Context: an optimization exercise on an open-source flow, tuned for small area. The choices shown serve that exercise and are no tape-out recipe.
Only simulation tests tie the RTL to the original design; equivalence was not proved.
The clock port is modelled as an ideal driver; clocking choices that lean on that would not hold on a real chip.
Power is estimated from default activity; no workload was simulated.

Design MyUART, start of the top module:
module MyUART
				(
				input clk,reset_n,
				input [11:0] FinalValue,
				input [7:0] w_data,
				input wr_en,
				output T_full,
				output reg tx,
				input rx,
				output reg [7:0] r_data,
				input rd_en,
				output R_empty,
				output error_check
				);
Size in the first run: ~450 cells after synthesis, ~190 flip-flops, about 37 I/O pins, ~7300 sq um of cells after synthesis.
Settings: LEC_CHECK=0, CAP_MARGIN=20, CORE_MARGIN=2, CORE_UTILIZATION=70, SLEW_MARGIN=20; clock period 10.0 ns.
standard.sh (not shown) runs the stock make flow with config.mk's settings and CLKGATE_MAP_FILE= SYNTH_SCRIPT=/design/flow/synth_recipe.tcl, a recipe that flattens the netlist after the stock synthesis.
==> flow/flow/run.sh <==
#!/bin/bash
# Layout flow: the standard layout (standard.sh) with these changes:
#  - synthesis maps the logic with flow/abc_area_nf.script (area-oriented ABC
#    mapping with relaxed delay, no buffering or upsizing) in place of ORFS's
#    abc_speed.script; everything else in synthesis is ORFS's and the standard flow's own
#    (synth_recipe.tcl), so the registers, their names and cells are unchanged;
#  - port buffers are sky130_fd_sc_hd__buf_1;
#  - CTS builds the tree from clkbuf_4 cells and inserts no dummy loads;
#  - after CTS, flow/fix_clk.tcl resizes each clock buffer to the smallest
#    clkbuf that keeps flip-flop clock-pin slews under 110 ps.
# Each ORFS step writes its full log under orfs/logs/ (fix_clk.tcl's output is
# in 4_1_cts.log); make's output goes to standard.log.
set -euo pipefail
rm -rf orfs_scripts
cp -r "$FLOW_HOME/scripts" orfs_scripts
cp flow/abc_area_nf.script orfs_scripts/abc_speed.script
bash standard.sh \
  "SCRIPTS_DIR=$PWD/orfs_scripts" \
  "BUFFER_PORTS_ARGS=-buffer_cell sky130_fd_sc_hd__buf_1" \
  "CTS_ARGS=-sink_clustering_enable -repair_clock_nets -dont_use_dummy_load -buf_list sky130_fd_sc_hd__clkbuf_4" \
  "POST_CTS_TCL=$PWD/flow/fix_clk.tcl" \
  finish > standard.log 2>&1
==> flow/flow/abc_area_nf.script <==
strash
dc2
strash
&get -n
&dch -f
&nf -R 1000 -p -C 32
&put
==> flow/flow/fix_clk.tcl <==
# (sourced inside a proc by ORFS: its settings are globals)
# Clock-tree buffer sizing, run after CTS (POST_CTS_TCL). CTS builds the tree
# from one buffer size; this gives each clock buffer the smallest clkbuf size
# for which the slews at the pins it drives stay under a target: clk_ff_ps at
# flip-flop clock pins, clk_buf_ps at the inputs of the next clock buffers.
if {![info exists ::clk_ff_ps]} { set ::clk_ff_ps 110.0 }
if {![info exists ::clk_buf_ps]} { set ::clk_buf_ps 350.0 }
set ::clk_sizes {sky130_fd_sc_hd__clkbuf_1 sky130_fd_sc_hd__clkbuf_2 sky130_fd_sc_hd__clkbuf_4 sky130_fd_sc_hd__clkbuf_8 sky130_fd_sc_hd__clkbuf_16}

proc clk_pin_slew_ps {p} {
  set worst 0
  foreach e {rise fall} { foreach a {min max} {
    set ps [expr {[sta::time_ui_sta [get_property $p slew_${a}_$e]] * 1e12}]
    if {$ps > $worst} { set worst $ps }
  }}
  return $worst
}

# 1 if a load pin driven by inst is over its target
proc clk_over {inst} {
  foreach opin [get_pins -of_objects $inst -filter "direction == output"] {
    foreach p [get_pins -of_objects [get_nets -of_objects $opin] -filter "direction == input"] {
      set load [get_cells -of_objects $p]
      set lim [expr {[string match clkbuf_* [get_full_name $load]] ? $::clk_buf_ps : $::clk_ff_ps}]
      if {[clk_pin_slew_ps $p] > $lim} { return 1 }
    }
  }
  return 0
}

proc clk_bufs {} {
  set r {}
  foreach inst [get_cells clkbuf_*] {
    if {[string match sky130_fd_sc_hd__clkbuf_* [get_property $inst ref_name]]} { lappend r $inst }
  }
  return $r
}

set_propagated_clock [all_clocks]
estimate_parasitics -placement
# shrink each buffer as far as its loads allow
foreach inst [clk_bufs] {
  while {1} {
    set m [get_property $inst ref_name]
    set i [lsearch $::clk_sizes $m]
    if {$i <= 0} { break }
    replace_cell $inst [lindex $::clk_sizes [expr {$i - 1}]]
    estimate_parasitics -placement
    if {[clk_over $inst]} {
      replace_cell $inst $m
      estimate_parasitics -placement
      break
    }
  }
}
# then grow any buffer whose loads miss the target (a driver's slew moves its loads' slews)
for {set iter 0} {$iter < 8} {incr iter} {
  set changed 0
  foreach inst [clk_bufs] {
    set i [lsearch $::clk_sizes [get_property $inst ref_name]]
    if {[clk_over $inst] && $i < [llength $::clk_sizes] - 1} {
      replace_cell $inst [lindex $::clk_sizes [expr {$i + 1}]]
      estimate_parasitics -placement
      incr changed
    }
  }
  puts "fix_clk: grow pass $iter changed $changed"
  if {$changed == 0} { break }
}
set mx 0
foreach pin [all_registers -clock_pins -edge_triggered] {
  set s [clk_pin_slew_ps $pin]
  if {$s > $mx} { set mx $s }
}
puts "fix_clk: worst flip-flop clock pin slew $mx ps"
foreach inst [clk_bufs] { puts "fix_clk: [get_full_name $inst] [get_property $inst ref_name]" }
detailed_placement
check_placement -verbose
estimate_parasitics -placement
Then changed:
--- a/flow/flow/run.sh
+++ b/flow/flow/run.sh
@@ -10 +10 @@
-#    clkbuf that keeps flip-flop clock-pin slews under 110 ps.
+#    clkbuf that keeps flip-flop clock-pin slews under 118 ps.
==> flow/flow/abc_area_nf.script (replaced) <==
strash
dc2
strash
&get -n
&dch -f
&nf -R 1000 -p
&put
--- a/flow/flow/fix_clk.tcl
+++ b/flow/flow/fix_clk.tcl
@@ -6 +6 @@
-if {![info exists ::clk_ff_ps]} { set ::clk_ff_ps 110.0 }
+if {![info exists ::clk_ff_ps]} { set ::clk_ff_ps 118.0 }
Settings changed: CORE_UTILIZATION 70 to 40.
Total power is about the same.
First-iteration DRC count went down by roughly a tenth.
Sequential share of layout area is lower by 1.4 points.
Cell area is higher slightly.
Setup slack is worse by 6.3 ps.
Wire length grows by a few percent.
Sequential power stays flat.
Critical path depth is higher by 1.
Global-route usage goes down by 11 points.

## re-timing with driven ports
How much do the figures lean on ideal ports? The routed layouts below were timed once more, with nothing changed but the port constraints. Step 1: set_driving_cell puts a clkbuf_16 on clk and a buf_2 on each other input, an assumption about the parent block. Step 2 times the ports against the registers' clock, not the clock port: input delays grow and output delays shrink by t, the midpoint of the rising clock arrivals with the driver on. Slacks: no drivers / after step 1 / after step 2; pairs: no drivers / after step 1.
run	t (ns)	setup WS [ns]	worst hold slack (ns)	worst setup path at the end	worst register clock-pin slew, ns
the first run	0.463	5.437 / 5.397 / 5.397	0.431 / 0.431 / 0.431	input to output	0.11 / 0.11
the second run	0.591	5.431 / 5.394 / 5.444	0.427 / 0.427 / 0.427	input to output	0.12 / 0.12
After both steps setup and hold are still met in every run listed. The setup slack of the first run, which loses most, moves by -0.040 ns with the drivers and by -0.040 ns with both steps.
